Source: an optimization exercise on an open RTL-to-GDS flow (aim: small area and a short achievable clock period). Production flows keep margins and buffers that such runs may drop.
No functional check of the RTL was part of any run shown here.
No activity file was given, so power comes from the tool's default toggle rates.

===== flow/standard.sh =====
#!/bin/bash
# synth_recipe.tcl (not shown) runs the flow's synth.tcl, then flattens the netlist and writes it again
# the make line also repeats each setting of config.mk as NAME=value (left out here)
make -C /OpenROAD-flow-scripts/flow DESIGN_CONFIG=/design/flow/config.mk WORK_HOME=/design/flow/orfs CLKGATE_MAP_FILE= SYNTH_SCRIPT=/design/flow/synth_recipe.tcl "${@:-finish}"

===== flow/constraint.sdc =====
create_clock -name core_clock -period 10.0 [get_ports {clk}]
set_input_delay 2.0000 -clock core_clock [delete_from_list [all_inputs] [get_ports {clk}]]
set_output_delay 2.0000 -clock core_clock [all_outputs]
set_load 0.01 [all_outputs]

===== flow/config.mk =====
export PLATFORM = sky130hd
export DESIGN_NAME = CannyEdge
export DESIGN_NICKNAME = CannyEdge
export VERILOG_FILES = /design/flow/design.v
export SDC_FILE = /design/flow/constraint.sdc
export NUM_CORES = 4
export LEC_CHECK = 0
export CAP_MARGIN = 20
export CORE_MARGIN = 2
export CORE_UTILIZATION = 40
export SLEW_MARGIN = 20

===== flow/flow/run.sh =====
#!/bin/bash
# Layout flow: the standard flow (standard.sh), unchanged synthesis, plus
#  1. fapol.py on the synthesized netlist: full adders are self-dual, so
#     each fa cell may be fed complemented inputs and give complemented
#     outputs; fapol picks the polarities that need the fewest inverters
#     and rewrites the netlist (registers and ports untouched).
#  2. port buffers of a plain buffer cell (buf_2) instead of the default pick,
#  3. the resizer's setup margin raised so repair_timing keeps shortening
#     the critical paths past the 10 ns constraint,
#  4. a clock tree of smaller buffers and no dummy loads.
# Each tool's output goes to a log file in this folder.
set -u
R=orfs/results/${FLOW_PLATFORM:-sky130hd}/CannyEdge/base
export BUFFER_PORTS_ARGS="-buffer_cell sky130_fd_sc_hd__buf_2"
export SETUP_SLACK_MARGIN=${MARGIN:-6.0}
export CTS_ARGS="-sink_clustering_enable -repair_clock_nets -dont_use_dummy_load -buf_list sky130_fd_sc_hd__clkbuf_8 -sink_clustering_size 16 -sink_clustering_max_diameter 60"
bash standard.sh synth > synth.log 2>&1 || exit 1
if python3 flow/fapol.py $R/1_2_yosys.v $R/1_2_yosys_fapol.v > fapol.log 2>&1; then
  cp $R/1_2_yosys.v $R/1_2_yosys_std.v
  cp $R/1_2_yosys_fapol.v $R/1_2_yosys.v
  rm -f $R/1_synth.odb $R/1_synth.sdc
fi
bash standard.sh > standard.log 2>&1

===== flow/design.v =====
`timescale 1ns/10ps
module CannyEdge(dAddrRegRow, dAddrRegCol, bWE, bCE, InData, OutData,
	OPMode, bOPEnable, dReadReg, dWriteReg,	clk, rst_b);
input 	[2:0]	dAddrRegRow, dAddrRegCol;
input		bWE, bCE;
input 	[7:0] 	InData;
output 	[7:0] 	OutData;
reg     [7:0] 	OutData;
input 	[2:0]	OPMode;
input 		bOPEnable;
input 	[3:0]	dReadReg, dWriteReg;
input		clk, rst_b;
reg [7:0] regX [0:24];
reg [1:0] y6c;			 
reg z2, z6, z10, z18;		 
reg [1:0] st;			 
reg [1:0] pc;			 
reg [1:0] dc;			 
reg [7:0] Out_gf, Out_gradient;
reg [1:0] Out_dir;		 
reg       Out_bThres;
reg [12:0] gs0, gs1, gs2, gs3, gs4;	 
reg signed [10:0] Gx, Gy;
wire [7:0] rdec = 8'd1 << dAddrRegRow;
wire [7:0] cdec = 8'd1 << dAddrRegCol;
reg  [24:0] hit;
integer hr, hc;
always @(*) begin
	hit = 25'd0;
	for (hr = 0; hr < 8; hr = hr + 1)
		for (hc = 0; hc < 8; hc = hc + 1)
			if (hr*5 + hc <= 24)
				hit[hr*5 + hc] = hit[hr*5 + hc] | (rdec[hr] & cdec[hc]);
end
wire step   = bCE & ~bOPEnable;
wire m_gau  = OPMode == 3'd0;
wire m_sob  = OPMode == 3'd1;
wire m_nms  = OPMode == 3'd2;
wire m_hys  = OPMode == 3'd3;
wire [7:0] x0 = regX[0], x1 = regX[1], x2 = regX[2], x3 = regX[3], x4 = regX[4];
wire [7:0] x5 = regX[5], x6 = regX[6], x7 = regX[7], x8 = regX[8], x9 = regX[9];
wire [7:0] x10 = regX[10], x11 = regX[11], x12 = regX[12], x13 = regX[13], x14 = regX[14];
wire [7:0] x15 = regX[15], x16 = regX[16], x17 = regX[17], x18 = regX[18], x19 = regX[19];
wire [7:0] x20 = regX[20], x21 = regX[21], x22 = regX[22], x23 = regX[23], x24 = regX[24];
wire [12:0] gsum0, gsum1, gsum2, gsum3, gsum4;
wire g_1 = x1[0] ^ x3[0] ^ x5[0];
wire g_2 = (x1[0] & x3[0]) | (x1[0] & x5[0]) | (x3[0] & x5[0]);
wire g_3 = x9[0] ^ x15[0] ^ x19[0];
wire g_4 = (x9[0] & x15[0]) | (x9[0] & x19[0]) | (x15[0] & x19[0]);
wire g_5 = x21[0] ^ x23[0] ^ g_1;
wire g_6 = (x21[0] & x23[0]) | (x21[0] & g_1) | (x23[0] & g_1);
wire g_7 = x1[1] ^ x3[1] ^ x5[1];
wire g_8 = (x1[1] & x3[1]) | (x1[1] & x5[1]) | (x3[1] & x5[1]);
wire g_9 = x9[1] ^ x15[1] ^ x19[1];
wire g_10 = (x9[1] & x15[1]) | (x9[1] & x19[1]) | (x15[1] & x19[1]);
wire g_11 = x21[1] ^ x23[1] ^ g_2;
wire g_12 = (x21[1] & x23[1]) | (x21[1] & g_2) | (x23[1] & g_2);
wire g_13 = g_4 ^ g_7 ^ g_9;
wire g_14 = (g_4 & g_7) | (g_4 & g_9) | (g_7 & g_9);
wire g_15 = g_6 ^ g_11;
wire g_16 = g_6 & g_11;
wire g_17 = x1[2] ^ x3[2] ^ x5[2];
wire g_18 = (x1[2] & x3[2]) | (x1[2] & x5[2]) | (x3[2] & x5[2]);
wire g_19 = x9[2] ^ x15[2] ^ x19[2];
wire g_20 = (x9[2] & x15[2]) | (x9[2] & x19[2]) | (x15[2] & x19[2]);
wire g_21 = x21[2] ^ x23[2] ^ g_8;
wire g_22 = (x21[2] & x23[2]) | (x21[2] & g_8) | (x23[2] & g_8);
wire g_23 = g_10 ^ g_17 ^ g_19;
wire g_24 = (g_10 & g_17) | (g_10 & g_19) | (g_17 & g_19);
wire g_25 = g_12 ^ g_14 ^ g_21;
wire g_26 = (g_12 & g_14) | (g_12 & g_21) | (g_14 & g_21);
wire g_27 = g_23 ^ g_16;
wire g_28 = g_23 & g_16;
wire g_29 = x1[3] ^ x3[3] ^ x5[3];
wire g_30 = (x1[3] & x3[3]) | (x1[3] & x5[3]) | (x3[3] & x5[3]);
wire g_31 = x9[3] ^ x15[3] ^ x19[3];
wire g_32 = (x9[3] & x15[3]) | (x9[3] & x19[3]) | (x15[3] & x19[3]);
wire g_33 = x21[3] ^ x23[3] ^ g_18;
wire g_34 = (x21[3] & x23[3]) | (x21[3] & g_18) | (x23[3] & g_18);
wire g_35 = g_20 ^ g_29 ^ g_31;
wire g_36 = (g_20 & g_29) | (g_20 & g_31) | (g_29 & g_31);
wire g_37 = g_22 ^ g_24 ^ g_33;
wire g_38 = (g_22 & g_24) | (g_22 & g_33) | (g_24 & g_33);
wire g_39 = g_35 ^ g_26 ^ g_37;
wire g_40 = (g_35 & g_26) | (g_35 & g_37) | (g_26 & g_37);
wire g_41 = x1[4] ^ x3[4] ^ x5[4];
wire g_42 = (x1[4] & x3[4]) | (x1[4] & x5[4]) | (x3[4] & x5[4]);
wire g_43 = x9[4] ^ x15[4] ^ x19[4];
wire g_44 = (x9[4] & x15[4]) | (x9[4] & x19[4]) | (x15[4] & x19[4]);
wire g_45 = x21[4] ^ x23[4] ^ g_30;
wire g_46 = (x21[4] & x23[4]) | (x21[4] & g_30) | (x23[4] & g_30);
wire g_47 = g_32 ^ g_41 ^ g_43;
wire g_48 = (g_32 & g_41) | (g_32 & g_43) | (g_41 & g_43);
wire g_49 = g_34 ^ g_36 ^ g_45;
wire g_50 = (g_34 & g_36) | (g_34 & g_45) | (g_36 & g_45);
wire g_51 = g_47 ^ g_38 ^ g_49;
wire g_52 = (g_47 & g_38) | (g_47 & g_49) | (g_38 & g_49);
wire g_53 = x1[5] ^ x3[5] ^ x5[5];
wire g_54 = (x1[5] & x3[5]) | (x1[5] & x5[5]) | (x3[5] & x5[5]);
wire g_55 = x9[5] ^ x15[5] ^ x19[5];
wire g_56 = (x9[5] & x15[5]) | (x9[5] & x19[5]) | (x15[5] & x19[5]);
wire g_57 = x21[5] ^ x23[5] ^ g_42;
wire g_58 = (x21[5] & x23[5]) | (x21[5] & g_42) | (x23[5] & g_42);
wire g_59 = g_44 ^ g_53 ^ g_55;
wire g_60 = (g_44 & g_53) | (g_44 & g_55) | (g_53 & g_55);
wire g_61 = g_46 ^ g_48 ^ g_57;
wire g_62 = (g_46 & g_48) | (g_46 & g_57) | (g_48 & g_57);
wire g_63 = g_59 ^ g_50 ^ g_61;
wire g_64 = (g_59 & g_50) | (g_59 & g_61) | (g_50 & g_61);
wire g_65 = x1[6] ^ x3[6] ^ x5[6];
wire g_66 = (x1[6] & x3[6]) | (x1[6] & x5[6]) | (x3[6] & x5[6]);
wire g_67 = x9[6] ^ x15[6] ^ x19[6];
wire g_68 = (x9[6] & x15[6]) | (x9[6] & x19[6]) | (x15[6] & x19[6]);
wire g_69 = x21[6] ^ x23[6] ^ g_54;
wire g_70 = (x21[6] & x23[6]) | (x21[6] & g_54) | (x23[6] & g_54);
wire g_71 = g_56 ^ g_65 ^ g_67;
wire g_72 = (g_56 & g_65) | (g_56 & g_67) | (g_65 & g_67);
wire g_73 = g_58 ^ g_60 ^ g_69;
wire g_74 = (g_58 & g_60) | (g_58 & g_69) | (g_60 & g_69);
wire g_75 = g_71 ^ g_62 ^ g_73;
wire g_76 = (g_71 & g_62) | (g_71 & g_73) | (g_62 & g_73);
wire g_77 = x1[7] ^ x3[7] ^ x5[7];
wire g_78 = (x1[7] & x3[7]) | (x1[7] & x5[7]) | (x3[7] & x5[7]);
wire g_79 = x9[7] ^ x15[7] ^ x19[7];
wire g_80 = (x9[7] & x15[7]) | (x9[7] & x19[7]) | (x15[7] & x19[7]);
wire g_81 = x21[7] ^ x23[7] ^ g_66;
wire g_82 = (x21[7] & x23[7]) | (x21[7] & g_66) | (x23[7] & g_66);
wire g_83 = g_68 ^ g_77 ^ g_79;
wire g_84 = (g_68 & g_77) | (g_68 & g_79) | (g_77 & g_79);
wire g_85 = g_70 ^ g_72 ^ g_81;
wire g_86 = (g_70 & g_72) | (g_70 & g_81) | (g_72 & g_81);
wire g_87 = g_83 ^ g_74 ^ g_85;
wire g_88 = (g_83 & g_74) | (g_83 & g_85) | (g_74 & g_85);
wire g_89 = g_78 ^ g_80 ^ g_82;
wire g_90 = (g_78 & g_80) | (g_78 & g_82) | (g_80 & g_82);
wire g_91 = g_84 ^ g_86 ^ g_89;
wire g_92 = (g_84 & g_86) | (g_84 & g_89) | (g_86 & g_89);
wire g_93 = x6[0] ^ x8[0] ^ x16[0];
wire g_94 = (x6[0] & x8[0]) | (x6[0] & x16[0]) | (x8[0] & x16[0]);
wire g_95 = x6[1] ^ x8[1] ^ x16[1];
wire g_96 = (x6[1] & x8[1]) | (x6[1] & x16[1]) | (x8[1] & x16[1]);
wire g_97 = x18[1] ^ g_94;
wire g_98 = x18[1] & g_94;
wire g_99 = x6[2] ^ x8[2] ^ x16[2];
wire g_100 = (x6[2] & x8[2]) | (x6[2] & x16[2]) | (x8[2] & x16[2]);
wire g_101 = x18[2] ^ g_96 ^ g_99;
wire g_102 = (x18[2] & g_96) | (x18[2] & g_99) | (g_96 & g_99);
wire g_103 = x6[3] ^ x8[3] ^ x16[3];
wire g_104 = (x6[3] & x8[3]) | (x6[3] & x16[3]) | (x8[3] & x16[3]);
wire g_105 = x18[3] ^ g_100 ^ g_103;
wire g_106 = (x18[3] & g_100) | (x18[3] & g_103) | (g_100 & g_103);
wire g_107 = x6[4] ^ x8[4] ^ x16[4];
wire g_108 = (x6[4] & x8[4]) | (x6[4] & x16[4]) | (x8[4] & x16[4]);
wire g_109 = x18[4] ^ g_104 ^ g_107;
wire g_110 = (x18[4] & g_104) | (x18[4] & g_107) | (g_104 & g_107);
wire g_111 = x6[5] ^ x8[5] ^ x16[5];
wire g_112 = (x6[5] & x8[5]) | (x6[5] & x16[5]) | (x8[5] & x16[5]);
wire g_113 = x18[5] ^ g_108 ^ g_111;
wire g_114 = (x18[5] & g_108) | (x18[5] & g_111) | (g_108 & g_111);
wire g_115 = x6[6] ^ x8[6] ^ x16[6];
wire g_116 = (x6[6] & x8[6]) | (x6[6] & x16[6]) | (x8[6] & x16[6]);
wire g_117 = x18[6] ^ g_112 ^ g_115;
wire g_118 = (x18[6] & g_112) | (x18[6] & g_115) | (g_112 & g_115);
wire g_119 = x6[7] ^ x8[7] ^ x16[7];
wire g_120 = (x6[7] & x8[7]) | (x6[7] & x16[7]) | (x8[7] & x16[7]);
wire g_121 = x18[7] ^ g_116 ^ g_119;
wire g_122 = (x18[7] & g_116) | (x18[7] & g_119) | (g_116 & g_119);
wire g_123 = x7[0] ^ x11[0] ^ x13[0];
wire g_124 = (x7[0] & x11[0]) | (x7[0] & x13[0]) | (x11[0] & x13[0]);
wire g_125 = x7[1] ^ x11[1] ^ x13[1];
wire g_126 = (x7[1] & x11[1]) | (x7[1] & x13[1]) | (x11[1] & x13[1]);
wire g_127 = x17[1] ^ g_124;
wire g_128 = x17[1] & g_124;
wire g_129 = x7[2] ^ x11[2] ^ x13[2];
wire g_130 = (x7[2] & x11[2]) | (x7[2] & x13[2]) | (x11[2] & x13[2]);
wire g_131 = x17[2] ^ g_126 ^ g_129;
wire g_132 = (x17[2] & g_126) | (x17[2] & g_129) | (g_126 & g_129);
wire g_133 = x7[3] ^ x11[3] ^ x13[3];
wire g_134 = (x7[3] & x11[3]) | (x7[3] & x13[3]) | (x11[3] & x13[3]);
wire g_135 = x17[3] ^ g_130 ^ g_133;
wire g_136 = (x17[3] & g_130) | (x17[3] & g_133) | (g_130 & g_133);
wire g_137 = x7[4] ^ x11[4] ^ x13[4];
wire g_138 = (x7[4] & x11[4]) | (x7[4] & x13[4]) | (x11[4] & x13[4]);
wire g_139 = x17[4] ^ g_134 ^ g_137;
wire g_140 = (x17[4] & g_134) | (x17[4] & g_137) | (g_134 & g_137);
wire g_141 = x7[5] ^ x11[5] ^ x13[5];
wire g_142 = (x7[5] & x11[5]) | (x7[5] & x13[5]) | (x11[5] & x13[5]);
wire g_143 = x17[5] ^ g_138 ^ g_141;
wire g_144 = (x17[5] & g_138) | (x17[5] & g_141) | (g_138 & g_141);
wire g_145 = x7[6] ^ x11[6] ^ x13[6];
wire g_146 = (x7[6] & x11[6]) | (x7[6] & x13[6]) | (x11[6] & x13[6]);
wire g_147 = x17[6] ^ g_142 ^ g_145;
wire g_148 = (x17[6] & g_142) | (x17[6] & g_145) | (g_142 & g_145);
wire g_149 = x7[7] ^ x11[7] ^ x13[7];
wire g_150 = (x7[7] & x11[7]) | (x7[7] & x13[7]) | (x11[7] & x13[7]);
wire g_151 = x17[7] ^ g_146 ^ g_149;
wire g_152 = (x17[7] & g_146) | (x17[7] & g_149) | (g_146 & g_149);
wire g_153 = x0[0] ^ x4[0] ^ x20[0];
wire g_154 = (x0[0] & x4[0]) | (x0[0] & x20[0]) | (x4[0] & x20[0]);
wire g_155 = x24[0] ^ ~x18[0] ^ g_3;
wire g_156 = (x24[0] & ~x18[0]) | (x24[0] & g_3) | (~x18[0] & g_3);
wire g_157 = ~g_93 ^ g_153 ^ g_5;
wire g_158 = (~g_93 & g_153) | (~g_93 & g_5) | (g_153 & g_5);
wire g_159 = x0[1] ^ x4[1] ^ x20[1];
wire g_160 = (x0[1] & x4[1]) | (x0[1] & x20[1]) | (x4[1] & x20[1]);
wire g_161 = x24[1] ^ x17[0] ^ 1'b1;
wire g_162 = (x24[1] & x17[0]) | (x24[1] & 1'b1) | (x17[0] & 1'b1);
wire g_163 = g_3 ^ ~g_95 ^ g_123;
wire g_164 = (g_3 & ~g_95) | (g_3 & g_123) | (~g_95 & g_123);
wire g_165 = g_154 ^ g_159 ^ g_161;
wire g_166 = (g_154 & g_159) | (g_154 & g_161) | (g_159 & g_161);
wire g_167 = ~g_97 ^ g_13 ^ g_5;
wire g_168 = (~g_97 & g_13) | (~g_97 & g_5) | (g_13 & g_5);
wire g_169 = g_156 ^ g_163 ^ g_165;
wire g_170 = (g_156 & g_163) | (g_156 & g_165) | (g_163 & g_165);
wire g_171 = g_15 ^ g_158 ^ g_167;
wire g_172 = (g_15 & g_158) | (g_15 & g_167) | (g_158 & g_167);
wire [2:0] glow = {1'b0, g_169, g_155} + {1'b0, g_171, g_157};
wire g_173 = x0[2] ^ x4[2] ^ x20[2];
wire g_174 = (x0[2] & x4[2]) | (x0[2] & x20[2]) | (x4[2] & x20[2]);
wire g_175 = x24[2] ^ x2[0] ^ x10[0];
wire g_176 = (x24[2] & x2[0]) | (x24[2] & x10[0]) | (x2[0] & x10[0]);
wire g_177 = x14[0] ^ x22[0] ^ g_125;
wire g_178 = (x14[0] & x22[0]) | (x14[0] & g_125) | (x22[0] & g_125);
wire g_179 = g_160 ^ g_162 ^ g_173;
wire g_180 = (g_160 & g_162) | (g_160 & g_173) | (g_162 & g_173);
wire g_181 = g_175 ^ ~g_98 ^ g_127;
wire g_182 = (g_175 & ~g_98) | (g_175 & g_127) | (~g_98 & g_127);
wire g_183 = g_13 ^ ~g_101 ^ g_164;
wire g_184 = (g_13 & ~g_101) | (g_13 & g_164) | (~g_101 & g_164);
wire g_185 = g_166 ^ g_177 ^ g_179;
wire g_186 = (g_166 & g_177) | (g_166 & g_179) | (g_177 & g_179);
wire g_187 = g_15 ^ g_181 ^ g_25;
wire g_188 = (g_15 & g_181) | (g_15 & g_25) | (g_181 & g_25);
wire g_189 = g_168 ^ g_170 ^ g_183;
wire g_190 = (g_168 & g_170) | (g_168 & g_183) | (g_170 & g_183);
wire g_191 = g_185 ^ g_27;
wire g_192 = g_185 & g_27;
wire g_193 = x0[3] ^ x4[3] ^ x20[3];
wire g_194 = (x0[3] & x4[3]) | (x0[3] & x20[3]) | (x4[3] & x20[3]);
wire g_195 = x24[3] ^ x2[1] ^ x10[1];
wire g_196 = (x24[3] & x2[1]) | (x24[3] & x10[1]) | (x2[1] & x10[1]);
wire g_197 = x14[1] ^ x22[1] ^ x18[0];
wire g_198 = (x14[1] & x22[1]) | (x14[1] & x18[0]) | (x22[1] & x18[0]);
wire g_199 = x17[0] ^ g_93 ^ g_123;
wire g_200 = (x17[0] & g_93) | (x17[0] & g_123) | (g_93 & g_123);
wire g_201 = g_174 ^ g_176 ^ g_193;
wire g_202 = (g_174 & g_176) | (g_174 & g_193) | (g_176 & g_193);
wire g_203 = g_195 ^ g_197 ^ g_128;
wire g_204 = (g_195 & g_197) | (g_195 & g_128) | (g_197 & g_128);
wire g_205 = ~g_102 ^ ~g_105 ^ g_131;
wire g_206 = (~g_102 & ~g_105) | (~g_102 & g_131) | (~g_105 & g_131);
wire g_207 = g_178 ^ g_180 ^ g_199;
wire g_208 = (g_178 & g_180) | (g_178 & g_199) | (g_180 & g_199);
wire g_209 = g_201 ^ g_182 ^ g_203;
wire g_210 = (g_201 & g_182) | (g_201 & g_203) | (g_182 & g_203);
wire g_211 = g_25 ^ g_184 ^ g_186;
wire g_212 = (g_25 & g_184) | (g_25 & g_186) | (g_184 & g_186);
wire g_213 = g_205 ^ g_207 ^ g_28;
wire g_214 = (g_205 & g_207) | (g_205 & g_28) | (g_207 & g_28);
wire g_215 = g_27 ^ g_209 ^ g_192;
wire g_216 = (g_27 & g_209) | (g_27 & g_192) | (g_209 & g_192);
wire g_217 = g_39 ^ g_188;
wire g_218 = g_39 & g_188;
wire g_219 = x0[4] ^ x4[4] ^ x20[4];
wire g_220 = (x0[4] & x4[4]) | (x0[4] & x20[4]) | (x4[4] & x20[4]);
wire g_221 = x24[4] ^ x2[2] ^ x10[2];
wire g_222 = (x24[4] & x2[2]) | (x24[4] & x10[2]) | (x2[2] & x10[2]);
wire g_223 = x14[2] ^ x22[2] ^ x12[0];
wire g_224 = (x14[2] & x22[2]) | (x14[2] & x12[0]) | (x22[2] & x12[0]);
wire g_225 = g_95 ^ g_125 ^ g_194;
wire g_226 = (g_95 & g_125) | (g_95 & g_194) | (g_125 & g_194);
wire g_227 = g_196 ^ g_198 ^ g_219;
wire g_228 = (g_196 & g_198) | (g_196 & g_219) | (g_198 & g_219);
wire g_229 = g_221 ^ g_223 ^ g_97;
wire g_230 = (g_221 & g_223) | (g_221 & g_97) | (g_223 & g_97);
wire g_231 = g_127 ^ ~g_106 ^ ~g_109;
wire g_232 = (g_127 & ~g_106) | (g_127 & ~g_109) | (~g_106 & ~g_109);
wire g_233 = g_132 ^ g_135 ^ g_200;
wire g_234 = (g_132 & g_135) | (g_132 & g_200) | (g_135 & g_200);
wire g_235 = g_202 ^ g_225 ^ g_227;
wire g_236 = (g_202 & g_225) | (g_202 & g_227) | (g_225 & g_227);
wire g_237 = g_204 ^ g_229 ^ g_206;
wire g_238 = (g_204 & g_229) | (g_204 & g_206) | (g_229 & g_206);
wire g_239 = g_208 ^ g_231 ^ g_233;
wire g_240 = (g_208 & g_231) | (g_208 & g_233) | (g_231 & g_233);
wire g_241 = g_235 ^ g_28 ^ g_210;
wire g_242 = (g_235 & g_28) | (g_235 & g_210) | (g_28 & g_210);
wire g_243 = g_40 ^ g_51 ^ g_39;
wire g_244 = (g_40 & g_51) | (g_40 & g_39) | (g_51 & g_39);
wire g_245 = g_212 ^ g_237 ^ g_239;
wire g_246 = (g_212 & g_237) | (g_212 & g_239) | (g_237 & g_239);
wire g_247 = g_214 ^ g_218;
wire g_248 = g_214 & g_218;
wire g_249 = x0[5] ^ x4[5] ^ x20[5];
wire g_250 = (x0[5] & x4[5]) | (x0[5] & x20[5]) | (x4[5] & x20[5]);
wire g_251 = x24[5] ^ x2[3] ^ x10[3];
wire g_252 = (x24[5] & x2[3]) | (x24[5] & x10[3]) | (x2[3] & x10[3]);
wire g_253 = x14[3] ^ x22[3] ^ x12[1];
wire g_254 = (x14[3] & x22[3]) | (x14[3] & x12[1]) | (x22[3] & x12[1]);
wire g_255 = g_220 ^ g_222 ^ g_224;
wire g_256 = (g_220 & g_222) | (g_220 & g_224) | (g_222 & g_224);
wire g_257 = g_249 ^ g_251 ^ g_253;
wire g_258 = (g_249 & g_251) | (g_249 & g_253) | (g_251 & g_253);
wire g_259 = g_98 ^ g_128 ^ g_101;
wire g_260 = (g_98 & g_128) | (g_98 & g_101) | (g_128 & g_101);
wire g_261 = ~g_110 ^ ~g_113 ^ g_136;
wire g_262 = (~g_110 & ~g_113) | (~g_110 & g_136) | (~g_113 & g_136);
wire g_263 = g_139 ^ g_131 ^ g_226;
wire g_264 = (g_139 & g_131) | (g_139 & g_226) | (g_131 & g_226);
wire g_265 = g_228 ^ g_255 ^ g_257;
wire g_266 = (g_228 & g_255) | (g_228 & g_257) | (g_255 & g_257);
wire g_267 = g_230 ^ g_232 ^ g_234;
wire g_268 = (g_230 & g_232) | (g_230 & g_234) | (g_232 & g_234);
wire g_269 = g_236 ^ g_259 ^ g_261;
wire g_270 = (g_236 & g_259) | (g_236 & g_261) | (g_259 & g_261);
wire g_271 = g_263 ^ g_265 ^ g_52;
wire g_272 = (g_263 & g_265) | (g_263 & g_52) | (g_265 & g_52);
wire g_273 = g_63 ^ g_40 ^ g_51;
wire g_274 = (g_63 & g_40) | (g_63 & g_51) | (g_40 & g_51);
wire g_275 = g_238 ^ g_240 ^ g_267;
wire g_276 = (g_238 & g_240) | (g_238 & g_267) | (g_240 & g_267);
wire g_277 = g_269 ^ g_242 ^ g_244;
wire g_278 = (g_269 & g_242) | (g_269 & g_244) | (g_242 & g_244);
wire g_279 = g_246 ^ g_271;
wire g_280 = g_246 & g_271;
wire g_281 = x0[6] ^ x4[6] ^ x20[6];
wire g_282 = (x0[6] & x4[6]) | (x0[6] & x20[6]) | (x4[6] & x20[6]);
wire g_283 = x24[6] ^ x2[4] ^ x10[4];
wire g_284 = (x24[6] & x2[4]) | (x24[6] & x10[4]) | (x2[4] & x10[4]);
wire g_285 = x14[4] ^ x22[4] ^ x12[2];
wire g_286 = (x14[4] & x22[4]) | (x14[4] & x12[2]) | (x22[4] & x12[2]);
wire g_287 = g_250 ^ g_252 ^ g_254;
wire g_288 = (g_250 & g_252) | (g_250 & g_254) | (g_252 & g_254);
wire g_289 = g_281 ^ g_283 ^ g_285;
wire g_290 = (g_281 & g_283) | (g_281 & g_285) | (g_283 & g_285);
wire g_291 = g_102 ^ g_105 ^ ~g_114;
wire g_292 = (g_102 & g_105) | (g_102 & ~g_114) | (g_105 & ~g_114);
wire g_293 = ~g_117 ^ g_140 ^ g_143;
wire g_294 = (~g_117 & g_140) | (~g_117 & g_143) | (g_140 & g_143);
wire g_295 = g_132 ^ g_135 ^ g_256;
wire g_296 = (g_132 & g_135) | (g_132 & g_256) | (g_135 & g_256);
wire g_297 = g_258 ^ g_287 ^ g_289;
wire g_298 = (g_258 & g_287) | (g_258 & g_289) | (g_287 & g_289);
wire g_299 = g_260 ^ g_262 ^ g_264;
wire g_300 = (g_260 & g_262) | (g_260 & g_264) | (g_262 & g_264);
wire g_301 = g_266 ^ g_291 ^ g_293;
wire g_302 = (g_266 & g_291) | (g_266 & g_293) | (g_291 & g_293);
wire g_303 = g_295 ^ g_297 ^ g_64;
wire g_304 = (g_295 & g_297) | (g_295 & g_64) | (g_297 & g_64);
wire g_305 = g_75 ^ g_52 ^ g_63;
wire g_306 = (g_75 & g_52) | (g_75 & g_63) | (g_52 & g_63);
wire g_307 = g_268 ^ g_270 ^ g_299;
wire g_308 = (g_268 & g_270) | (g_268 & g_299) | (g_270 & g_299);
wire g_309 = g_301 ^ g_272 ^ g_274;
wire g_310 = (g_301 & g_272) | (g_301 & g_274) | (g_272 & g_274);
wire g_311 = g_276 ^ g_303 ^ g_305;
wire g_312 = (g_276 & g_303) | (g_276 & g_305) | (g_303 & g_305);
wire g_313 = x0[7] ^ x4[7] ^ x20[7];
wire g_314 = (x0[7] & x4[7]) | (x0[7] & x20[7]) | (x4[7] & x20[7]);
wire g_315 = x24[7] ^ x2[5] ^ x10[5];
wire g_316 = (x24[7] & x2[5]) | (x24[7] & x10[5]) | (x2[5] & x10[5]);
wire g_317 = x14[5] ^ x22[5] ^ x12[3];
wire g_318 = (x14[5] & x22[5]) | (x14[5] & x12[3]) | (x22[5] & x12[3]);
wire g_319 = g_282 ^ g_284 ^ g_286;
wire g_320 = (g_282 & g_284) | (g_282 & g_286) | (g_284 & g_286);
wire g_321 = g_313 ^ g_315 ^ g_317;
wire g_322 = (g_313 & g_315) | (g_313 & g_317) | (g_315 & g_317);
wire g_323 = g_106 ^ g_109 ^ ~g_118;
wire g_324 = (g_106 & g_109) | (g_106 & ~g_118) | (g_109 & ~g_118);
wire g_325 = ~g_121 ^ g_144 ^ g_147;
wire g_326 = (~g_121 & g_144) | (~g_121 & g_147) | (g_144 & g_147);
wire g_327 = g_136 ^ g_139 ^ g_288;
wire g_328 = (g_136 & g_139) | (g_136 & g_288) | (g_139 & g_288);
wire g_329 = g_290 ^ g_319 ^ g_321;
wire g_330 = (g_290 & g_319) | (g_290 & g_321) | (g_319 & g_321);
wire g_331 = g_292 ^ g_294 ^ g_296;
wire g_332 = (g_292 & g_294) | (g_292 & g_296) | (g_294 & g_296);
wire g_333 = g_298 ^ g_323 ^ g_325;
wire g_334 = (g_298 & g_323) | (g_298 & g_325) | (g_323 & g_325);
wire g_335 = g_327 ^ g_329 ^ g_76;
wire g_336 = (g_327 & g_329) | (g_327 & g_76) | (g_329 & g_76);
wire g_337 = g_87 ^ g_64 ^ g_75;
wire g_338 = (g_87 & g_64) | (g_87 & g_75) | (g_64 & g_75);
wire g_339 = g_300 ^ g_302 ^ g_331;
wire g_340 = (g_300 & g_302) | (g_300 & g_331) | (g_302 & g_331);
wire g_341 = g_333 ^ g_304 ^ g_306;
wire g_342 = (g_333 & g_304) | (g_333 & g_306) | (g_304 & g_306);
wire g_343 = g_308 ^ g_335 ^ g_337;
wire g_344 = (g_308 & g_335) | (g_308 & g_337) | (g_335 & g_337);
wire g_345 = x2[6] ^ x10[6] ^ x14[6];
wire g_346 = (x2[6] & x10[6]) | (x2[6] & x14[6]) | (x10[6] & x14[6]);
wire g_347 = x22[6] ^ x12[4] ^ ~g_120;
wire g_348 = (x22[6] & x12[4]) | (x22[6] & ~g_120) | (x12[4] & ~g_120);
wire g_349 = g_314 ^ g_316 ^ g_318;
wire g_350 = (g_314 & g_316) | (g_314 & g_318) | (g_316 & g_318);
wire g_351 = g_345 ^ g_110 ^ g_113;
wire g_352 = (g_345 & g_110) | (g_345 & g_113) | (g_110 & g_113);
wire g_353 = ~g_122 ^ g_148 ^ g_151;
wire g_354 = (~g_122 & g_148) | (~g_122 & g_151) | (g_148 & g_151);
wire g_355 = g_140 ^ g_143 ^ g_320;
wire g_356 = (g_140 & g_143) | (g_140 & g_320) | (g_143 & g_320);
wire g_357 = g_322 ^ g_347 ^ g_349;
wire g_358 = (g_322 & g_347) | (g_322 & g_349) | (g_347 & g_349);
wire g_359 = g_324 ^ g_326 ^ g_328;
wire g_360 = (g_324 & g_326) | (g_324 & g_328) | (g_326 & g_328);
wire g_361 = g_330 ^ g_351 ^ g_353;
wire g_362 = (g_330 & g_351) | (g_330 & g_353) | (g_351 & g_353);
wire g_363 = g_355 ^ g_357 ^ g_88;
wire g_364 = (g_355 & g_357) | (g_355 & g_88) | (g_357 & g_88);
wire g_365 = g_91 ^ g_76 ^ g_87;
wire g_366 = (g_91 & g_76) | (g_91 & g_87) | (g_76 & g_87);
wire g_367 = g_332 ^ g_334 ^ g_359;
wire g_368 = (g_332 & g_334) | (g_332 & g_359) | (g_334 & g_359);
wire g_369 = g_361 ^ g_336 ^ g_338;
wire g_370 = (g_361 & g_336) | (g_361 & g_338) | (g_336 & g_338);
wire g_371 = g_340 ^ g_363 ^ g_365;
wire g_372 = (g_340 & g_363) | (g_340 & g_365) | (g_363 & g_365);
wire g_373 = x2[7] ^ x10[7] ^ x14[7];
wire g_374 = (x2[7] & x10[7]) | (x2[7] & x14[7]) | (x10[7] & x14[7]);
wire g_375 = x22[7] ^ ~1'b0 ^ ~1'b0;
wire g_376 = (x22[7] & ~1'b0) | (x22[7] & ~1'b0) | (~1'b0 & ~1'b0);
wire g_377 = x12[5] ^ g_150 ^ g_346;
wire g_378 = (x12[5] & g_150) | (x12[5] & g_346) | (g_150 & g_346);
wire g_379 = g_373 ^ g_375 ^ g_114;
wire g_380 = (g_373 & g_375) | (g_373 & g_114) | (g_375 & g_114);
wire g_381 = g_117 ^ g_152 ^ g_144;
wire g_382 = (g_117 & g_152) | (g_117 & g_144) | (g_152 & g_144);
wire g_383 = g_147 ^ g_348 ^ g_350;
wire g_384 = (g_147 & g_348) | (g_147 & g_350) | (g_348 & g_350);
wire g_385 = g_377 ^ g_90 ^ g_352;
wire g_386 = (g_377 & g_90) | (g_377 & g_352) | (g_90 & g_352);
wire g_387 = g_354 ^ g_356 ^ g_358;
wire g_388 = (g_354 & g_356) | (g_354 & g_358) | (g_356 & g_358);
wire g_389 = g_379 ^ g_381 ^ g_383;
wire g_390 = (g_379 & g_381) | (g_379 & g_383) | (g_381 & g_383);
wire g_391 = g_92 ^ g_88 ^ g_91;
wire g_392 = (g_92 & g_88) | (g_92 & g_91) | (g_88 & g_91);
wire g_393 = g_360 ^ g_362 ^ g_385;
wire g_394 = (g_360 & g_362) | (g_360 & g_385) | (g_362 & g_385);
wire g_395 = g_387 ^ g_389 ^ g_364;
wire g_396 = (g_387 & g_389) | (g_387 & g_364) | (g_389 & g_364);
wire g_397 = g_366 ^ g_368 ^ g_391;
wire g_398 = (g_366 & g_368) | (g_366 & g_391) | (g_368 & g_391);
wire g_399 = ~1'b0 ^ ~1'b0 ^ x12[6];
wire g_400 = (~1'b0 & ~1'b0) | (~1'b0 & x12[6]) | (~1'b0 & x12[6]);
wire g_401 = g_374 ^ g_376 ^ g_399;
wire g_402 = (g_374 & g_376) | (g_374 & g_399) | (g_376 & g_399);
wire g_403 = g_118 ^ g_121 ^ g_148;
wire g_404 = (g_118 & g_121) | (g_118 & g_148) | (g_121 & g_148);
wire g_405 = g_151 ^ g_378 ^ g_401;
wire g_406 = (g_151 & g_378) | (g_151 & g_401) | (g_378 & g_401);
wire g_407 = g_90 ^ g_380 ^ g_382;
wire g_408 = (g_90 & g_380) | (g_90 & g_382) | (g_380 & g_382);
wire g_409 = g_384 ^ g_403 ^ g_405;
wire g_410 = (g_384 & g_403) | (g_384 & g_405) | (g_403 & g_405);
wire g_411 = g_92 ^ g_386 ^ g_388;
wire g_412 = (g_92 & g_386) | (g_92 & g_388) | (g_386 & g_388);
wire g_413 = g_390 ^ g_407 ^ g_409;
wire g_414 = (g_390 & g_407) | (g_390 & g_409) | (g_407 & g_409);
wire g_415 = g_392 ^ g_394;
wire g_416 = g_392 & g_394;
wire g_417 = ~1'b0 ^ ~1'b0 ^ x12[7];
wire g_418 = (~1'b0 & ~1'b0) | (~1'b0 & x12[7]) | (~1'b0 & x12[7]);
wire g_419 = g_120 ^ g_150 ^ g_400;
wire g_420 = (g_120 & g_150) | (g_120 & g_400) | (g_150 & g_400);
wire g_421 = g_417 ^ g_122 ^ g_152;
wire g_422 = (g_417 & g_122) | (g_417 & g_152) | (g_122 & g_152);
wire g_423 = g_402 ^ g_419 ^ g_404;
wire g_424 = (g_402 & g_419) | (g_402 & g_404) | (g_419 & g_404);
wire g_425 = g_406 ^ g_421 ^ g_408;
wire g_426 = (g_406 & g_421) | (g_406 & g_408) | (g_421 & g_408);
wire g_427 = g_410 ^ g_423;
wire g_428 = g_410 & g_423;
wire g_429 = g_418 ^ g_420;
wire g_430 = g_418 & g_420;
assign gsum0 = {1'b1, 1'b1, g_422, g_412, g_411, g_393, g_367, g_339, g_307, g_273, g_241, g_190, g_172};
assign gsum1 = {1'b0, g_430, g_424, g_414, g_413, g_370, g_342, g_310, g_280, g_275, g_216, g_211, g_187};
assign gsum2 = {1'b0, 1'b0, g_428, g_425, g_396, g_372, g_344, g_312, g_278, g_248, g_243, g_213, g_189};
assign gsum3 = {1'b0, 1'b0, g_426, g_416, g_398, g_395, g_369, g_341, g_309, g_277, g_245, g_215, glow[2]};
assign gsum4 = {1'b0, 1'b0, g_429, g_427, g_415, g_397, g_371, g_343, g_311, g_279, g_247, g_217, g_191};
wire signed [10:0] gx_n = {3'b0, x2} + {3'b0, x12} + {2'b0, x7, 1'b0}
                        - {3'b0, x0} - {3'b0, x10} - {2'b0, x5, 1'b0};
wire signed [10:0] gy_n = {3'b0, x0} + {3'b0, x2} + {2'b0, x1, 1'b0}
                        - {3'b0, x10} - {3'b0, x12} - {2'b0, x11, 1'b0};
wire sx = Gx[10], sy = Gy[10];
wire [10:0] ax = sx ? -Gx : Gx;
wire [10:0] ay = sy ? -Gy : Gy;
wire [11:0] asum = ax + ay;
wire d0  = {ay, 1'b0} <= {1'b0, ax};
wire d45 = {2'b0, ay, 1'b0} <= ({1'b0, ax, 2'b0} + {3'b0, ax});
wire [1:0] dir_n = d0 ? 2'd0 : d45 ? ((sx ^ sy) ? 2'd3 : 2'd1) : 2'd2;
reg [7:0] xa, xb;
always @(*)
	case (pc)
	2'd0: begin xa = x5;  xb = x7;  end
	2'd1: begin xa = x2;  xb = x10; end
	2'd2: begin xa = x11; xb = x1;  end
	default: begin xa = x12; xb = x0; end
	endcase
wire nms_ge = (x6 >= xa) && (x6 >= xb);
wire nms_do = step & m_nms & (st == 2'd1);
wire h6 = x6 >= 8'd10;
wire l6 = x6 <= 8'd3;
reg trace;
always @(*)
	case (dc)
	2'd0, 2'd2: trace = (x10 >= 8'd10) | (x2 >= 8'd10) | z10 | z2;
	2'd1:       trace = (x18 >= 8'd10) | z18;
	default:    trace = z6;
	endcase
wire bthres_n = h6 | (~l6 & trace);
always @(posedge clk or negedge rst_b)
	if (!rst_b) begin
		st <= 2'd0;
		pc <= 2'd3;
		dc <= 2'd3;
		Out_gf <= 8'd0;
		Out_gradient <= 8'd0;
		Out_dir <= 2'd0;
		Out_bThres <= 1'b0;
	end else if (bCE) begin
		if (bOPEnable)
			st <= 2'd0;
		else if (m_gau) begin
			if (st == 2'd0) st <= 2'd1;
			else if (st == 2'd1) Out_gf <= (gs0 + gs1 + gs2 + gs3 + gs4) >> 5;
		end else if (m_sob) begin
			st <= (st == 2'd3) ? 2'd3 : st + 2'd1;
			if (st == 2'd1) Out_gradient <= asum[10:3];
			if (st == 2'd3) Out_dir <= dir_n;
		end else if (m_nms | m_hys) begin
			if (st == 2'd0) begin
				pc <= y6c;
				if (m_hys) dc <= pc;
				st <= 2'd1;
			end else if (st == 2'd1 && m_hys)
				Out_bThres <= bthres_n;
		end
	end
wire wr = rst_b & ~bCE & ~bWE;
wire rd = rst_b & ~bCE & bWE;
wire [7:0] wdata = bCE ? 8'd0 : InData;	 
integer k;
reg [7:0] xr;	 
always @(*) begin
	xr = 8'd0;
	for (k = 0; k < 25; k = k + 1)
		xr = xr | ({8{hit[k]}} & regX[k]);
end
always @(posedge clk) begin
	for (k = 0; k < 25; k = k + 1)
		if ((wr && dWriteReg == 4'd0 && hit[k]) ||
		    (rst_b && nms_do && (nms_ge ? (
			(pc == 2'd0 && (k == 5 || k == 7)) ||
			(pc == 2'd1 && (k == 2 || k == 10)) ||
			(pc == 2'd2 && (k == 11 || k == 1)) ||
			(pc == 2'd3 && (k == 12 || k == 0))) : k == 6)))
			regX[k] <= wdata;
	if (wr && dWriteReg == 4'd1 && hit[6])
		y6c <= (InData == 8'd0) ? 2'd0 : (InData == 8'd45) ? 2'd1 : (InData == 8'd90) ? 2'd2 : 2'd3;
	if (wr && dWriteReg[3:1] != 3'd0) begin
		if (hit[2])  z2  <= InData == 8'd1;
		if (hit[6])  z6  <= InData == 8'd1;
		if (hit[10]) z10 <= InData == 8'd1;
		if (hit[18]) z18 <= InData == 8'd1;
	end
	if (rd)
		case (dReadReg)
		4'd0: OutData <= Out_gf;
		4'd1: OutData <= Out_gradient;
		4'd2: case (Out_dir)
		      2'd0: OutData <= 8'd0;
		      2'd1: OutData <= 8'd45;
		      2'd2: OutData <= 8'd90;
		      default: OutData <= 8'h87;
		      endcase
		4'd3: OutData <= xr;
		4'd4: OutData <= {7'd0, Out_bThres};
		default: ;
		endcase
	if (rst_b && step && m_gau && st == 2'd0) begin
		gs0 <= gsum0;
		gs1 <= gsum1;
		gs2 <= gsum2;
		gs3 <= gsum3;
		gs4 <= gsum4;
	end
	if (rst_b && step && m_sob && st == 2'd0) begin
		Gx <= gx_n;
		Gy <= gy_n;
	end
end
endmodule

===== flow/flow/fapol.py =====
#!/usr/bin/env python3
"""Full-adder polarity optimisation on a Yosys gate netlist (sky130hd).

A full adder is self-dual: fa(~a,~b,~c) = (~sum, ~cout).  Yosys's adder
extraction leaves many inverters between full adders; this pass chooses,
for each fa cell, whether to use it "flipped" (fed and producing
complemented signals) so that the number of inverters needed is minimal,
then rewrites the netlist.  The logic function at every register and port
is unchanged; registers are untouched.
usage: fapol.py in.v out.v
"""
import re, sys, random

src = open(sys.argv[1]).read()
INV = 'sky130_fd_sc_hd__inv_1'
FA = re.compile(r'sky130_fd_sc_hd__fa_\d+$')
OUTPINS = {'X', 'Y', 'Q', 'Q_N', 'SUM', 'COUT', 'HI', 'LO'}

# cell instances: type name ( pins );
cell_re = re.compile(r'^(\s*)(sky130_fd_sc_hd__\w+)\s+(\S+)\s*\((.*?)\);\s*$', re.S | re.M)
pin_re = re.compile(r'\.(\w+)\(\s*(.*?)\s*\)(?=\s*,|\s*$)', re.S)

cells = []
for m in cell_re.finditer(src):
    typ, name, body = m.group(2), m.group(3), m.group(4)
    pins = [(p, n.strip()) for p, n in pin_re.findall(body)]
    cells.append({'typ': typ, 'name': name, 'pins': pins, 'span': m.span()})

driver = {}
loads = {}
for i, c in enumerate(cells):
    for p, n in c['pins']:
        if p in OUTPINS:
            driver[n] = (i, p)
        else:
            loads.setdefault(n, []).append((i, p))

def is_inv(i):
    return cells[i]['typ'] == INV

def root(n):
    """follow inverters back: returns (root net, parity)"""
    q = 0
    while n in driver and is_inv(driver[n][0]):
        c = cells[driver[n][0]]
        n = dict(c['pins'])['A']
        q ^= 1
    return n, q

fa_ids = [i for i, c in enumerate(cells) if FA.match(c['typ'])]
fa_set = set(fa_ids)
inv_ids = [i for i, c in enumerate(cells) if c['typ'] == INV]

# demands: for every non-inverter consumer pin, which (root, parity) it needs
# (for fa pins, parity is relative to the fa's flip)
demands = []   # (consumer cell or None, pin, root, q)
nets_out_ports = set()
for i, c in enumerate(cells):
    if c['typ'] == INV:
        continue
    for p, n in c['pins']:
        if p in OUTPINS:
            continue
        if n.startswith("1'") or n == '':
            continue
        r, q = root(n)
        demands.append((i, p, r, q))

# module outputs / assigns that read nets: keep these nets' polarity as-is
assign_re = re.compile(r'^\s*assign\s+(.*?)\s*=\s*(.*?);', re.M)
port_reads = []
for m in assign_re.finditer(src):
    rhs = m.group(2).strip()
    if rhs in driver or rhs in loads:
        r, q = root(rhs)
        port_reads.append((rhs, r, q))

def root_pol(r, flip):
    d = driver.get(r)
    if d and d[0] in fa_set:
        return flip[d[0]]
    return 0

by_root = {}
for i, p, r, q in demands:
    by_root.setdefault(r, []).append((i, q))
for _, r, q in port_reads:
    by_root.setdefault(r, []).append((None, q))
fa_roots = {}
for i in fa_ids:
    rs = set()
    for p, n in cells[i]['pins']:
        if p in OUTPINS:
            rs.add(n)
        elif not (n.startswith("1'") or n == ''):
            rs.add(root(n)[0])
    fa_roots[i] = [r for r in rs if r in by_root]

def root_cost(r, flip):
    rp = root_pol(r, flip)
    wants = set(q ^ (flip[i] if i in fa_set else 0) for i, q in by_root[r])
    return sum(1 for w in wants if w != rp)

def total(flip):
    return sum(root_cost(r, flip) for r in by_root)

def search(flip, seed):
    rnd = random.Random(seed)
    improved = True
    while improved:
        improved = False
        order = fa_ids[:]
        rnd.shuffle(order)
        for i in order:
            before = sum(root_cost(r, flip) for r in fa_roots[i])
            flip[i] ^= 1
            after = sum(root_cost(r, flip) for r in fa_roots[i])
            if after < before or (after == before and rnd.random() < 0.3):
                if after < before:
                    improved = True
            else:
                flip[i] ^= 1
    return total(flip)

start = {i: 0 for i in fa_ids}
print('inverters before', len(inv_ids), 'needed with no flips', total(start), file=sys.stderr)
best, flip = None, None
for seed in range(40):
    f = {i: (random.Random(1000 + seed).random() < 0.5) * 1 if seed else 0 for i in fa_ids}
    c = search(f, seed)
    if best is None or c < best:
        best, flip = c, dict(f)
print('needed after', best, 'flipped', sum(flip.values()), file=sys.stderr)

if len(sys.argv) > 2:
    # rewrite: every (root, polarity) needed gets a net
    newcells = []
    invnet = {}
    cnt = [0]
    def net_for(r, want):
        if want == root_pol(r, flip):
            return r
        if r not in invnet:
            cnt[0] += 1
            nn = f'_fapol_{cnt[0]}_'
            invnet[r] = nn
            ra = r + ' ' if r.startswith('\\') else r
            newcells.append(f'  {INV} fapol_inv_{cnt[0]} (\n    .A({ra}),\n    .Y({nn})\n  );\n')
        return invnet[r]
    out = []
    last = 0
    for i, c in enumerate(cells):
        s, e = c['span']
        out.append(src[last:s])
        last = e
        if c['typ'] == INV:
            continue   # all inverters are re-created as needed
        pins = []
        for p, n in c['pins']:
            if p not in OUTPINS and not (n.startswith("1'") or n == ''):
                r, q = root(n)
                want = q ^ (flip[i] if i in fa_set else 0)
                n = net_for(r, want)
            pins.append(f'    .{p}({n}' + (' )' if n.startswith('\\') else ')'))
        out.append(f"  {c['typ']} {c['name']} (\n" + ',\n'.join(pins) + '\n  );')
    out.append(src[last:])
    text = ''.join(out)
    # port assigns
    def fix_assign(m):
        lhs, rhs = m.group(1), m.group(2).strip()
        if rhs in driver or rhs in loads:
            r, q = root(rhs)
            nn = net_for(r, q)
            return m.group(0).replace(m.group(2), nn + ' ' if nn.startswith('\\') else nn)
        return m.group(0)
    text = assign_re.sub(fix_assign, text)
    wires = ''.join(f'  wire {n};\n' for n in invnet.values())
    text = text.replace('endmodule', wires + ''.join(newcells) + 'endmodule')
    open(sys.argv[2], 'w').write(text)


==> run summary, run 1 <==
outcome timing/DRC/antenna clean; pwr dens between 90 and 100 mW/mm^2; crit-path max FO 6; Overflow after GRT 0; final wirelength 75.2 mm; DIE AREA 0.0574 sq mm; Skew-Pair Late Insertion Delay 650 ps; Setup-failing EPs final 0; most common cell after layout, fill and taps aside edfxtp_1; TNS Setup 0 ps; vias in the first global route approximately 15,000; Final WS setup 5930 ps; critical path's top delay family compound AO/OA/AOI/OAI gates; final worst-path cycle share 0.407; share of cells above drive strength 1 0.166; Slew @ Worst Pin 1120 ps; via/cell ratio 5.85; initial antenna violation count 6; io pins 38; Port Buffers 37; crit start category flip-flop; DR vias 14,285; RSZ-0062 raised after global routing yes; largest net degree at the start of global routing 57; MaxCap Viol Count 0; fin nets roughly 2,100; Place WS roughly 4700 ps; drt drc 0; worst-path cell chain inv_2, ha_4, nor3b_4, nand2_1, o31a_1, xor2_4, ha_4, or4_4, o211ai_1, nand2b_1, a21oi_2, xnor2_1, ha_1, o21ai_1, a21oi_1, o31ai_2, a31oi_1, buf_4, o22ai_4, nand2_1; Syn Area/Cell 14.1 sq um; Rows 86; All-Layer GR Usage 0.268; count of final hold-check violations 0; clk_skew 109 ps; TritonCTS Buffers 34; multi-input logic area ~0.013 sq mm; Root Driver clkbuf_8; DRT iter0 DRCs 1,658; Core Util, Final 0.450; reg-to-reg slack, setup 5930 ps; Initial Utilization 0.404; crit path launch Gx[1]; RePlAce Congestion 0.994; WHS Endpoint Out_gradient[0]; Core Box Area 0.0550 sq mm; routed length per instance 30.8 um; Final Max Tran Viols 0; non-filler cells, final 2,442; Horiz. Die Dim 240 um; FF-to-FF path depth 20; hold_buf cts 0; Peak VDD IR 74.0 uV; reg2reg end Out_dir[1]; clock-pin slew on the worst setup and hold paths 70 ps; Mapped Area 0.0222 sq mm; worst hold path depth 2; Req. time, crit path 10,450 ps; synthesized netlist net count 2,007; Post-Syn Instances around 1,600; Sink Count around 320; HP Class reg2reg; First-pass DRT Iterations 5; CP Buf/Inv Count 2; Post-DRT Antenna Nets 0; hpwl dp 59.5 mm; # fillers 4,907; Slew headroom 0.247; first-pass GRT wire length 107 mm; CP Capture Type flip-flop; RR Startpoint Gx[1]; CP Class reg2reg; dpl cells 2,346; most frequent cells in the layout edfxtp_1 (292), fa_1 (285), inv_1 (125), ha_1 (106), buf_4 (81); H-tree Lvls 2; leak pwr roughly 8.6 nW; TritonCTS clock tree done; highest-delay cell along the critical path edfxtp_1; area added between synthesis and finish 11.4%; crit-path max cell delay 400 ps; Reg area ~0.0094 sq mm; CTS Buffer Depth 3; WP data arrival around 4500 ps; fin crit period 4070 ps; Synth warnings 2; HP Start Out_gradient[0]; Max Freq 0.246 GHz; Die Ht 240 um
-- layer usage --
metal | share of wire | vias to the layer above | GRT usage
met5 | 0.00020 | - | 0
met4 | 0.052 | 2 | 0.128
met3 | 0.073 | 153 | 0.0475
met2 | 0.46 | 699 | 0.420
met1 | 0.41 | 7463 | 0.364
li1 | - | 5968 | -
-- timing repair --
action	4_1_cts	5_1_grt
endpoints found under the setup margin	198	149
pin swaps	3	22
buffers inserted	31	30
resized for setup	45	48
-- report_power, final --
group / switching [mW] / leakage (nW) / internal [mW]
sequential: 0.0146 / 2.74 / 1.46
combinational: 0.122 / 5.65 / 0.0642
clock: 0.454 / 0.244 / 0.304
total: 0.591 / 8.63 / 1.83
-- how the worst max path moves through the flow --
stage	endpoint	slack [ps]	depth (start not counted)
floorplan	gs0[0]	5480	3
global placement	regX[9][0]	4790	6
detailed placement	regX[9][5]	4690	6
finish	Out_dir[1]	5930	20
global route	Out_dir[1]	5790	16
CTS	regX[10][4]	5990	6
-- registers in the layout, summed over array words and instances (netlist names), 2 cells and up --
signal	count
y6c	2
regX	200
gs3	11
gs2	11
st	2
gs4	11
dc	2
Out_gf	8
Out_gradient	8
Out_dir	2
OutData	8
Gy	11
Gx	11
gs1	12
gs0	11
pc	2
-- final cells by class --
class,count,share of cell area
flip-flops and latches,317,0.380
repair buffers,119,0.0335
multi-input cells,1095,0.510
well taps,748,0.0378
inverters,128,0.0194
diodes,1,0.000101
clock buffers,34,0.0189
-- metrics by stage --
step	area [sq um]	total power, mW	hold WS (ps)
finish	24700	2.42	486
global route	24700	2.49	519
CTS	24300	2.43	487
detailed placement	23300	1.68	475
global placement	23300	1.68	470
floorplan	22200	1.61	444
-- worst reg2reg max path, cell delays in order (launching register included) --
cell and delay (ps):
edfxtp_1 400, inv_2 120, ha_4 140, nor3b_4 190, nand2_1 100, o31a_1 370, xor2_4 190, ha_4 190
or4_4 400, o211ai_1 290, nand2b_1 130, a21oi_2 200, xnor2_1 140, ha_1 270, o21ai_1 90, a21oi_1 70
o31ai_2 300, a31oi_1 70, buf_4 160, o22ai_4 100, nand2_1 70
==> run 2, diff against run 1 <==
--- a/flow/flow/run.sh
+++ b/flow/flow/run.sh
@@ -12,7 +12,7 @@
 set -u
 R=orfs/results/${FLOW_PLATFORM:-sky130hd}/CannyEdge/base
 export BUFFER_PORTS_ARGS="-buffer_cell sky130_fd_sc_hd__buf_2"
-export SETUP_SLACK_MARGIN=${MARGIN:-6.0}
+export SETUP_SLACK_MARGIN=${MARGIN:-6.2}
 export CTS_ARGS="-sink_clustering_enable -repair_clock_nets -dont_use_dummy_load -buf_list sky130_fd_sc_hd__clkbuf_8 -sink_clustering_size 16 -sink_clustering_max_diameter 60"
 bash standard.sh synth > synth.log 2>&1 || exit 1
 if python3 flow/fapol.py $R/1_2_yosys.v $R/1_2_yosys_fapol.v > fapol.log 2>&1; then
==> run 2 against run 1 <==
Still clean. Synthesized cell count did not move. Sequential power barely moved. Via count rose by 1.9%. Cell count rose by 1.7%. Non-clock buffer count rose by 41. Global-route usage rose by 1.2 points. Clock skew fell by 6.6 ps. Power rose by 0.73%. First-iteration DRC count fell by 3.4%. Hold slack got worse by 5.0 ps. Critical path depth did not move. Design area rose by 3.2%. Critical endpoint unchanged. Largest power group unchanged.
==> run summary, run 2 <==
All-Layer GR Usage 0.280 (+0.0119); area added between synthesis and finish 14.9%; final wirelength 78.7 mm (+4.7%); final worst-path cycle share 0.390 (-0.0172); TritonCTS Buffers 34 (unchanged); DRT iter0 DRCs 1,601 (-3.4%); DR vias 14,558 (+1.9%); synthesized netlist net count 2,007 (unchanged); Post-Syn Instances 1,572 (unchanged); Psw 0.603 mW (+2.1%); drt drc 0 (unchanged); Sw Share 0.247 (+0.00343); Overflow after GRT 0 (unchanged); vias in the first global route 15,027 (+2.0%); Req. time, crit path 10,520 ps (+70 ps); first-pass GRT wire length 111 mm (+3.1%); max FFs per register 200 (unchanged); Horiz. Die Dim 240 um (unchanged); Seq pwr share 0.606 (-0.004); Post-DRT Antenna Nets 0 (unchanged); Synth warnings 2 (unchanged); Skew-Pair Late Insertion Delay 650 ps (about the same); fin crit period 3900 ps (-172 ps); leak pwr 8.95 nW (+3.8%); most flop-heavy register regX; crit-path max FO 5 (-1); H-tree Lvls 2 (unchanged); clk_skew 103 ps (-6.62 ps); share of cells above drive strength 1 0.223 (+0.0566); count of final hold-check violations 0 (unchanged); CP Class reg2reg; HP Class reg2reg; Die Ht 240 um (unchanged); DIE AREA 0.0574 sq mm (unchanged); Clk pwr share 0.313 (about the same); CTS Buffer Depth 3 (unchanged); routed length per instance 31.7 um (+3.0%); CP Capture Type flip-flop; Syn Area/Cell 14.1 sq um (unchanged); RSZ-0062 raised after global routing yes; Slew @ Worst Pin 965 ps (-160 ps); Initial Utilization 0.404 (unchanged); pwr dens 95.5 mW/mm^2 (-2.4%); crit start category flip-flop; First-pass DRT Iterations 8 (+3); TNS Setup 0 ps (unchanged); Mapped Area 0.0222 sq mm (unchanged); via/cell ratio 5.86 (+0.23%); clock-pin slew on the worst setup and hold paths 90 ps (+20 ps); io pins 38 (unchanged); Core Box Area 0.0550 sq mm (unchanged); hpwl dp 59.6 mm (+0.19%); fin nets 2,171 (+1.9%); RePlAce Congestion 1.01 (+1.1%); outcome timing/DRC/antenna clean; largest net degree at the start of global routing 57 (unchanged); Max Freq 0.256 GHz (+4.4%); Post-DP Area 0.0234 sq mm (about the same); Root Driver clkbuf_8; cell internal pwr 1.83 mW (+0.27%); Final Max Tran Viols 0 (unchanged); Rows 86 (unchanged); TritonCTS clock tree done; Port Buffers 37 (unchanged); most frequent cells in the layout edfxtp_1 (292), fa_1 (248), inv_1 (124), buf_4 (115), ha_1 (105); Sink Count 317 (unchanged); initial antenna violation count 3 (-3); largest registers regX x200, gs1 x12; WP data arrival 4420 ps (-100 ps); Final Cell Area 0.0255 sq mm (+3.2%); Setup-failing EPs final 0 (unchanged); Slew headroom 0.352 (+0.105); Peak VDD IR 74.2 uV (+0.30%); Comb pwr share 0.081 (+0.004); most common cell after layout, fill and taps aside edfxtp_1; # fillers 4,828 (-1.6%); MaxCap Viol Count 0 (unchanged)
## run 2: cell count changes in the layout (fill, tap and decap cells not counted), sizes merged
cell	change
buf	+40
clkbuf	+1
## run 2: per-stage QoR
stage               setup WS (ps)  total power [mW]  instances  hold slack (ps)   util
finish                       6100              2.44       2483              481  0.464
detailed placement           4640              1.69       2344              473  0.425
floorplan                    5480              1.61       1572              444      -
global placement             4760              1.68       2344              472  0.425
CTS                          6100              2.44       2456              486  0.453
global route                 5900              2.51       2483              517  0.464
## run 2: routing by layer
layer,vias up,GRT usage,part of all wire,wire (um)
met5,-,0,0.00023,18
met4,2,0.183,0.077,6090
met3,213,0.0557,0.086,6810
met2,811,0.427,0.45,35200
met1,7485,0.366,0.39,30600
li1,6047,-,-,-
## run 2: layout make-up
cell class | count | area (sq um) | share of cell area
diodes | 1 | 2.50 | 0.0000981
well taps | 748 | 936 | 0.0367
flip-flops and latches | 317 | 9410 | 0.369
multi-input cells | 1095 | 13000 | 0.508
inverters | 128 | 480 | 0.0188
repair buffers | 160 | 1260 | 0.0495
clock buffers | 34 | 468 | 0.0183
## run 2: repair_timing
item                       CTS  global route
pin swaps                   46            40
hold buffers                 0             0
buffers inserted            78            26
setup endpoints to repair  234           151
gates resized for setup    107            70
hold endpoints to repair     0             0
## run 2: final timing paths
| kind | from | end | slack [ps] | cells after the start |
|---|---|---|---|---|
| worst max register to register | Gx[1] | Out_dir[1] | 6100 | 20 |
| worst min-delay path | Out_gradient[3] | Out_gradient[3] | 480 | 2 |
| max in group asynchronous | rst_b | pc[0] | 8300 | 1 |
| min in group asynchronous | rst_b | Out_gf[1] | 1330 | 1 |
| worst max-delay path | Gx[1] | Out_dir[1] | 6100 | 20 |
| worst min register to register | Out_gradient[3] | Out_gradient[3] | 480 | 2 |
## run 2: power groups by stage
stage	logic (mW)	registers (mW)	clock network, mW
after global routing	0.214	1.48	0.820
after detailed placement	0.180	1.51	0
after floorplan	0.108	1.50	0
after global placement	0.178	1.51	0
final	0.198	1.48	0.764
after CTS	0.189	1.48	0.772
## run 2: worst max-delay path, stage by stage (launching register included)
cell and delay [ps]:
edfxtp_1 410, inv_2 100, ha_4 130, nor3b_4 220
nand2_1 110, o31a_1 310, xor2_4 180, ha_4 180
or4_1 400, o211ai_1 280, nand2b_1 120, a21oi_2 160
xnor2_1 130, ha_1 260, nand2_2 90, nor2_1 50
a41oi_2 180, o31ai_4 120, a31oi_4 200, o22ai_1 100
nand2_1 70
==> run 3, diff against run 2 <==
--- a/flow/config.mk
+++ b/flow/config.mk
@@ -7,5 +7,5 @@
 export LEC_CHECK = 0
 export CAP_MARGIN = 20
 export CORE_MARGIN = 2
-export CORE_UTILIZATION = 40
+export CORE_UTILIZATION = 60
 export SLEW_MARGIN = 20
==> run 3 against run 2 <==
Clock power fell by 11%. Combinational power fell by 2%. Still clean. Via count rose by 3.9%. Clock-buffer cell count fell by 5. Design area fell by 0.98%. Global-route usage rose by 13 points. Register-to-register slack got worse by 200 ps. Area after synthesis did not move.
==> run summary, run 3 <==
pwr dens 93.1 mW/mm^2 (-2.6%); fin crit period 4100 ps (+198 ps); largest net degree at the start of global routing 57 (unchanged); count of final hold-check violations 0 (unchanged); total power draw 2.35 mW (-3.6%); HP Class reg2reg; share of cells above drive strength 1 0.243 (+0.0207); TNS Setup 0 ps (unchanged); Synth warnings 2 (unchanged); CP Capture Type flip-flop; H-tree Lvls 1 (-1); crit-path max FO 5 (unchanged); Slew headroom 0.308 (-0.0436); routed length per instance 34.3 um (+8.3%); Max Freq 0.244 GHz (-4.8%); leak pwr 9.04 nW (+0.97%); DR vias 15,119 (+3.9%); CTS Buffer Depth 3 (unchanged); most flop-heavy register regX; Final Max Tran Viols 0 (unchanged); MaxCap Viol Count 0 (unchanged); initial antenna violation count 3 (unchanged); TritonCTS clock tree done; Port Buffers 37 (unchanged); RR Startpoint Gx[1]; RePlAce Congestion 1.02 (+1.7%); number of diodes 0 (-1); drt drc 0 (unchanged); CP Class reg2reg; Setup-failing EPs final 0 (unchanged); worst hold path depth 2 (unchanged); area added between synthesis and finish 13.8%; final worst-path cycle share 0.410 (+0.0198); Overflow after GRT 0 (unchanged); final wirelength 76.7 mm (-2.5%); met2 GRT Util 0.611 (+0.185); Initial Utilization 0.608 (+0.204); Slew @ Worst Pin 1030 ps (+67.1 ps); FF-to-FF path depth 20 (unchanged); vias in the first global route 15,475 (+3.0%); first-pass GRT wire length 108 mm (-2.7%); Post-DRT Antenna Nets 0 (unchanged); DRT iter0 DRCs 2,095 (+31%); Mapped Area 0.0222 sq mm (unchanged); Post-Syn Instances 1,572 (unchanged); Root Driver clkbuf_8; All-Layer GR Usage 0.406 (+0.126); Horiz. Die Dim 196 um (-18%); WP data arrival 4610 ps (+190 ps); Skew-Pair Late Insertion Delay 680 ps (+30 ps); synthesized netlist net count 2,007 (unchanged); Peak VDD IR 110 uV (+49%); crit start category flip-flop; largest registers regX x200, gs1 x12; RSZ-0062 raised after global routing yes; Syn Area/Cell 14.1 sq um (unchanged); max FFs per register 200 (unchanged); Req. time, crit path 10,510 ps (about the same); HP Start Out_gradient[3]; reg2reg end Out_dir[1]; GR Util met3 0.114 (+0.0581); Sink Count 317 (unchanged); via/cell ratio 6.76 (+15%); hold_buf cts 0 (unchanged); WHS Endpoint Out_gradient[3]; TritonCTS Buffers 29 (-15%); hpwl dp 58.2 mm (-2.3%); clk_skew 108 ps (+5.18 ps); Rows 70 (-19%); clock-pin slew on the worst setup and hold paths 90 ps (about the same); GR peak layer met2; fin nets 2,204 (+1.5%); outcome timing/DRC/antenna clean; Die Ht 196 um (-18%); First-pass DRT Iterations 6 (-2); most frequent cells in the layout edfxtp_1 (292), fa_1 (237), buf_4 (151), inv_1 (123), ha_1 (104); io pins 38 (unchanged); met1 Use GR 0.533 (+0.167); most common cell after layout, fill and taps aside edfxtp_1; reg-to-reg slack, setup 5900 ps (-200 ps); Core Box Area 0.0365 sq mm (-34%); DIE AREA 0.0386 sq mm (-33%)
run 3: worst max-delay path by stage:
stage | startpoint | endpoint | slack (ps) | cells past startpoint
finish | Gx[1] | Out_dir[1] | 5900 | 20
global route | Gx[1] | Out_dir[1] | 5780 | 20
CTS | Gx[1] | Out_dir[1] | 6120 | 20
detailed placement | rst_b | regX[2][5] | 5020 | 5
global placement | rst_b | regX[18][5] | 5140 | 5
floorplan | bOPEnable | gs0[0] | 5480 | 3
run 3: critical path, stage by stage (launching register included):
cell and delay (ps):
edfxtp_1 410, inv_2 100, ha_4 130, nor3b_4 240, nand2_1 130, o31a_1 340, xor2_2 180, ha_4 190
or4_4 400, o211ai_1 270, nand2b_1 120, a21oi_2 170, xnor2_1 140, ha_1 280, nand2_2 90, nor2_1 60
a41oi_2 150, o31ai_2 110, a31oi_2 270, o22ai_2 130, nand2_1 80
run 3: what timing repair did:
action	in CTS	in global routing
gates resized for setup	117	64
pin swaps	40	48
buffers inserted	90	46
endpoints found under the setup margin	239	104
run 3: per-stage QoR:
step / setup WS, ps / util / cells / hold WS [ps] / instance area, sq um
finish: 5900 / 0.692 / 2235 / 489 / 25300
global route: 5780 / 0.692 / 2235 / 524 / 25300
CTS: 6120 / 0.674 / 2189 / 490 / 24600
detailed placement: 5020 / 0.631 / 2070 / 476 / 23000
global placement: 5140 / 0.631 / 2070 / 467 / 23000
floorplan: 5480 / - / 1572 / 444 / 22300
run 3: final cells by class:
cell class | count | area, sq um
Fill cell | 2436 | 11300
Timing Repair Buffer | 198 | 1490
Multi-Input combinational cell | 1095 | 12900
Clock buffer | 29 | 399
Tap cell | 468 | 586
Inverter | 128 | 480
Sequential cell | 317 | 9410
run 3: routing by layer:
metal | wire [um] | part of all wire | vias up
met4 | 5860 | 0.076 | 2
li1 | - | - | 6128
met3 | 9500 | 0.12 | 288
met1 | 27500 | 0.36 | 7602
met5 | 11 | 0.00014 | -
met2 | 33900 | 0.44 | 1099
run 3: report_power, final:
part           total [mW]  leakage (nW)  switching (mW)  internal (mW)
Sequential           1.48          2.74          0.0149           1.46
Clock               0.681         0.209           0.425          0.256
Combinational       0.194          6.10           0.125         0.0694
Total                2.35          9.04           0.565           1.79

==> separate check: timing with driven ports <==
The results above use ideal ports. As a check the final layouts listed here were re-extracted and re-timed, cells and wires unchanged. Step 1 (the two cells are an assumption about what drives the block):
set clk [get_ports {clk}]
set_driving_cell -lib_cell sky130_fd_sc_hd__clkbuf_16 $clk
set_driving_cell -lib_cell sky130_fd_sc_hd__buf_2 [delete_from_list [all_inputs] $clk]
Step 2 also shifts input and output timing later by t, the mid clock arrival at the registers, as if the neighbouring blocks saw the same clock. Slacks: ideal ports / drivers / drivers and shift; pairs: ideal ports / drivers.
run	t (ns)	setup slack, ns	worst register clock-pin slew, ns	pins driven straight from the clock port
run 1	0.644	5.929 / 5.929 / 5.405	0.10 / 0.10	1
run 2	0.661	6.101 / 6.101 / 5.545	0.10 / 0.10	1
run 3	0.680	5.903 / 5.903 / 5.583	0.10 / 0.10	1
After both steps setup and hold are still met in every run listed. The setup slack of run 2, which loses most, moves by 0.000 ns with the drivers and by -0.556 ns with both steps.
